This is an optimization exercise on Yosys and OpenROAD, whose aim is small area, not a production implementation. Function was checked by simulation only, so behaviour that the tests miss may differ from the original. Power and IR drop assume default switching activity.

## PIO
module PIO #(
  parameter C_DATA_WIDTH = 128,             
  parameter KEEP_WIDTH = C_DATA_WIDTH / 8,               
  parameter TCQ        = 1
)(
  input                         sys_rst,
  input                         user_clk,
  input                         user_reset,
  input                         user_lnk_up,
  output  [1:0]                 pl_directed_link_change,
  output  [1:0]                 pl_directed_link_width,
  output                        pl_directed_link_speed,
  output                        pl_directed_link_auton,
  input                         pl_directed_change_done,
  input                         pl_sel_lnk_rate,
  input [1:0]                   pl_sel_lnk_width,
  input [5:0]                   pl_ltssm_state,
  input                         s_axis_tx_tready,
  output  [C_DATA_WIDTH-1:0]    s_axis_tx_tdata,
  output  [KEEP_WIDTH-1:0]      s_axis_tx_tkeep,
  output                        s_axis_tx_tlast,
  output                        s_axis_tx_tvalid,
  output                        tx_src_dsc,
  input  [C_DATA_WIDTH-1:0]     m_axis_rx_tdata,
  input  [KEEP_WIDTH-1:0]       m_axis_rx_tkeep,
  input                         m_axis_rx_tlast,
  input                         m_axis_rx_tvalid,
  output                        m_axis_rx_tready,
  input    [21:0]               m_axis_rx_tuser,
  input                         cfg_to_turnoff,
  output                        cfg_turnoff_ok,
  input [15:0]                  cfg_completer_id,
  input [15:0]                  cfg_command,
  input [15:0]                  cfg_dcommand,
  input [15:0]                  cfg_lcommand,
  input [15:0]                  cfg_dcommand2,
	input [3:0] dipsw,
	output [7:0] led
);
clock: 8.0 ns
lec_check: 0
cap_margin: 20
core_margin: 2
core_utilization: 40
slew_margin: 20
standard.sh (not shown) runs the stock make flow with config.mk's settings and CLKGATE_MAP_FILE= SYNTH_SCRIPT=/design/flow/synth_recipe.tcl, a recipe that flattens the netlist after the stock synthesis.
==> flow/flow/run.sh <==
#!/bin/bash
# Standard ORFS layout (the standard.sh, standard synthesis) with two changes:
#  - port buffers use sky130_fd_sc_hd__buf_1 (every port still gets its own buffer);
#  - clock tree: no dummy loads; clkbuf_16 root and trunk, clkbuf_4 leaf buffers
#    driving sink clusters of up to 8 flip-flops within 40 um.
# make's full output goes to flow_make.log; each ORFS step logs under orfs/logs/.
set -euo pipefail
bash standard.sh \
  "BUFFER_PORTS_ARGS=-buffer_cell sky130_fd_sc_hd__buf_1" \
  "CTS_ARGS=-sink_clustering_enable -repair_clock_nets -dont_use_dummy_load -buf_list {sky130_fd_sc_hd__clkbuf_4 sky130_fd_sc_hd__clkbuf_16} -root_buf sky130_fd_sc_hd__clkbuf_16 -tree_buf sky130_fd_sc_hd__clkbuf_16 -sink_clustering_buffer sky130_fd_sc_hd__clkbuf_4 -sink_clustering_size 8 -sink_clustering_max_diameter 40" \
  finish > flow_make.log 2>&1 || { tail -50 flow_make.log; exit 1; }
tail -5 flow_make.log
==> next run, changes <==
--- a/flow/design.v
+++ b/flow/design.v
@@ -687,19 +687,19 @@
 reg [21:0] tlp_rx_dw;
 reg [11:0] st_tx_pps;
 reg [19:0] st_tx_dw;
 reg [11:0] st_rx_pps;
 reg [21:0] st_rx_dw;
 reg [31:2] dma_addr;
 reg [31:2] dma_len;
 reg [7:0] tlp_tx_tag;
 reg [7:0] tlp_rx_tag;
-wire tx_done;
+reg tx_done;
 reg rx_done;
 reg [15:0] tlp_remain;
 reg [15:0] debug4_r;
 reg [2:0]  kind;
 reg [31:0] b_hi;	 
 reg [15:0] b_ah;	 
 reg [15:0] b_cid;	 
 reg [7:0]  b_tag;	 
 reg [7:0]  b_len;	 
@@ -709,21 +709,23 @@
 always @(posedge clk) begin
 	if (sys_rst) begin
 		dma_addr <= 30'h0;
 		tlp_tx_tag <= 8'h0;
 		tlp_rx_tag <= 8'h0;
 		tlp_tx_pps <= 12'h0;
 		tlp_tx_dw <= 20'h0;
 		s_axis_tx_req <= 1'b0;
 		kind <= K_ZERO;
+		tx_done <= 1'b0;
 		tx_state <= TLP_TX_IDLE;
 		rw_wait <= 1'b0;
 	end else begin
+		tx_done <= 1'b0;
 		rw_wait <= 1'b0;
 		kind <= K_ZERO;
 		if (oneshot_1sec) begin
 			tlp_tx_pps <= 12'h0;
 			tlp_tx_dw <= 20'h0;
 		end
 		case (tx_state)
 		TLP_TX_IDLE: begin
 			tlp_tx_count <= 16'h0;
@@ -748,18 +750,19 @@
 		TLP_TX_WRITE: begin
 			tlp_tx_count <= tlp_tx_count + 16'h1;
 			case (tlp_tx_count[2:0])
 			3'd0: kind <= K_WH;
 			3'd1: kind <= K_W1;
 			3'd2: kind <= K_W2;
 			3'd3: kind <= K_W3;
 			3'd4: begin
 				kind <= K_W4;
+				tx_done <= 1'b1;
 				if (!oneshot_1sec)
 					tlp_tx_pps <= tlp_tx_pps + 12'h1;
 				dma_addr <= dma_addr + {22'h00, dma_para[7:0]};
 				dma_len <= dma_len - {22'h00, dma_para[7:0]};
 				tlp_tx_tag <= tlp_tx_tag + 8'h1;
 				if (dma_len == 30'h00) begin
 					dma_addr <= dma_addrl;
 					dma_len  <= dma_length;
 				end
@@ -771,19 +774,20 @@
 				tx_state <= TLP_TX_IDLE;
 			end
 			endcase
 		end
 		TLP_TX_READ: begin
 			tlp_tx_count <= tlp_tx_count + 16'h1;
 			if (read_fire) begin
 				tlp_tx_count <= 16'h0;
 				if (read_send) begin
-						kind <= K_RH;
+					tx_done <= 1'b1;
+					kind <= K_RH;
 					if (!oneshot_1sec) begin
 						tlp_tx_pps <= tlp_tx_pps + 12'h1;
 						tlp_tx_dw <= tlp_tx_dw + {12'h0, dma_para[7:0]};
 					end
 					dma_addr <= dma_addr + {22'h00, dma_para[7:0]};
 					dma_len <= dma_len - {22'h00, dma_para[7:0]};
 					tlp_rx_tag <= tlp_rx_tag + 8'h1;
 					if (dma_len == 30'h00) begin
 						dma_addr <= dma_addrl;
@@ -831,19 +835,18 @@
 assign s_axis_tx_tdata  =
 	({128{k_h}}  & {b_hi, 16'h0, b_ah, b_cid, b_tag, 8'hFF, 8'h00, 8'h00, 8'h00, b_len}) |
 	({128{k_wh}} & 128'h00000000_00000000_00000000_60000000) |
 	({128{k_rh}} & 128'h00000000_00000000_00000000_20000000) |
 	({128{k_w1}} & {b_hi, 96'hFFFF0000_FFFFFFFF_55D50040}) |
 	({128{k_w2}} & 128'h0A5AC0A8_00004011_002E0000_08004500) |
 	({128{k_w3}} & 128'hCC00CC00_001A0000_02660D5E_0165C0A8) |
 	({128{k_w4}} & 128'h40414243_3C3D3E3F_38393A3B_34353637);
 assign tx_src_dsc = 1'b0;
-assign tx_done = (kind == K_W4) | (kind == K_RH);
 wire cpld = m_axis_rx_tuser[13] ? (m_axis_rx_tdata[94:88] == 7'b1001010)
                                 : (m_axis_rx_tdata[30:24] == 7'b1001010);
 wire rx_hit = m_axis_rx_tvalid && sof_present && cpld;
 always @(posedge clk) begin
 	if (sys_rst) begin
 		tlp_rx_pps <= 12'h0;
 		tlp_rx_dw <= 22'h0;
 		rx_done <= 1'b0;
 		debug_valid <= 3'b000;
After rerunning: The new run finished clean. First-iteration DRC count is higher by a few percent. Sequential cell count came out higher by 1. Worst hold slack hardly moves. Utilization came out lower by 0.33 points. Clock skew drops by 0.026 ns. Setup slack got worse by 0.0077 ns. Register-to-register slack is worse by 0.23 ns. Final area goes down slightly. Sequential power stays flat. Sequential share of layout area climbs by 0.36 points. Clock-buffer cell count fell by 20. Total power is lower by a few percent. Cell count drops slightly. Wire length rose by a few percent.

-- afterwards: timing with drivers on the ports --
No port has a modelled driver above. Below, the same layouts with a new extraction and two added sets of constraints.
Step 1: set_driving_cell puts a clkbuf_16 on user_clk and a buf_2 on each other input, an assumption about the parent block.
Step 2, shift: input delay + t, output delay - t, t = (earliest + latest rising clock arrival at the registers) / 2. This alone moves slack from input paths to output paths.
Three values: ideal, step 1, step 2; two values: the first two.
run	t, ns	setup WS [ns]	clock arrival spread, ns	worst slew at a driven data input, ns	cell pins on the clock port's net
the first run	0.743	2.619 / 2.551 / 2.368	0.082 / 0.082	0.18	1
the second run	0.683	2.611 / 2.543 / 2.416	0.053 / 0.053	0.14	1
After both steps every run listed still meets setup and hold. For the first run, which loses most, drivers alone change the setup slack by -0.068 ns; drivers and shift together by -0.251 ns.
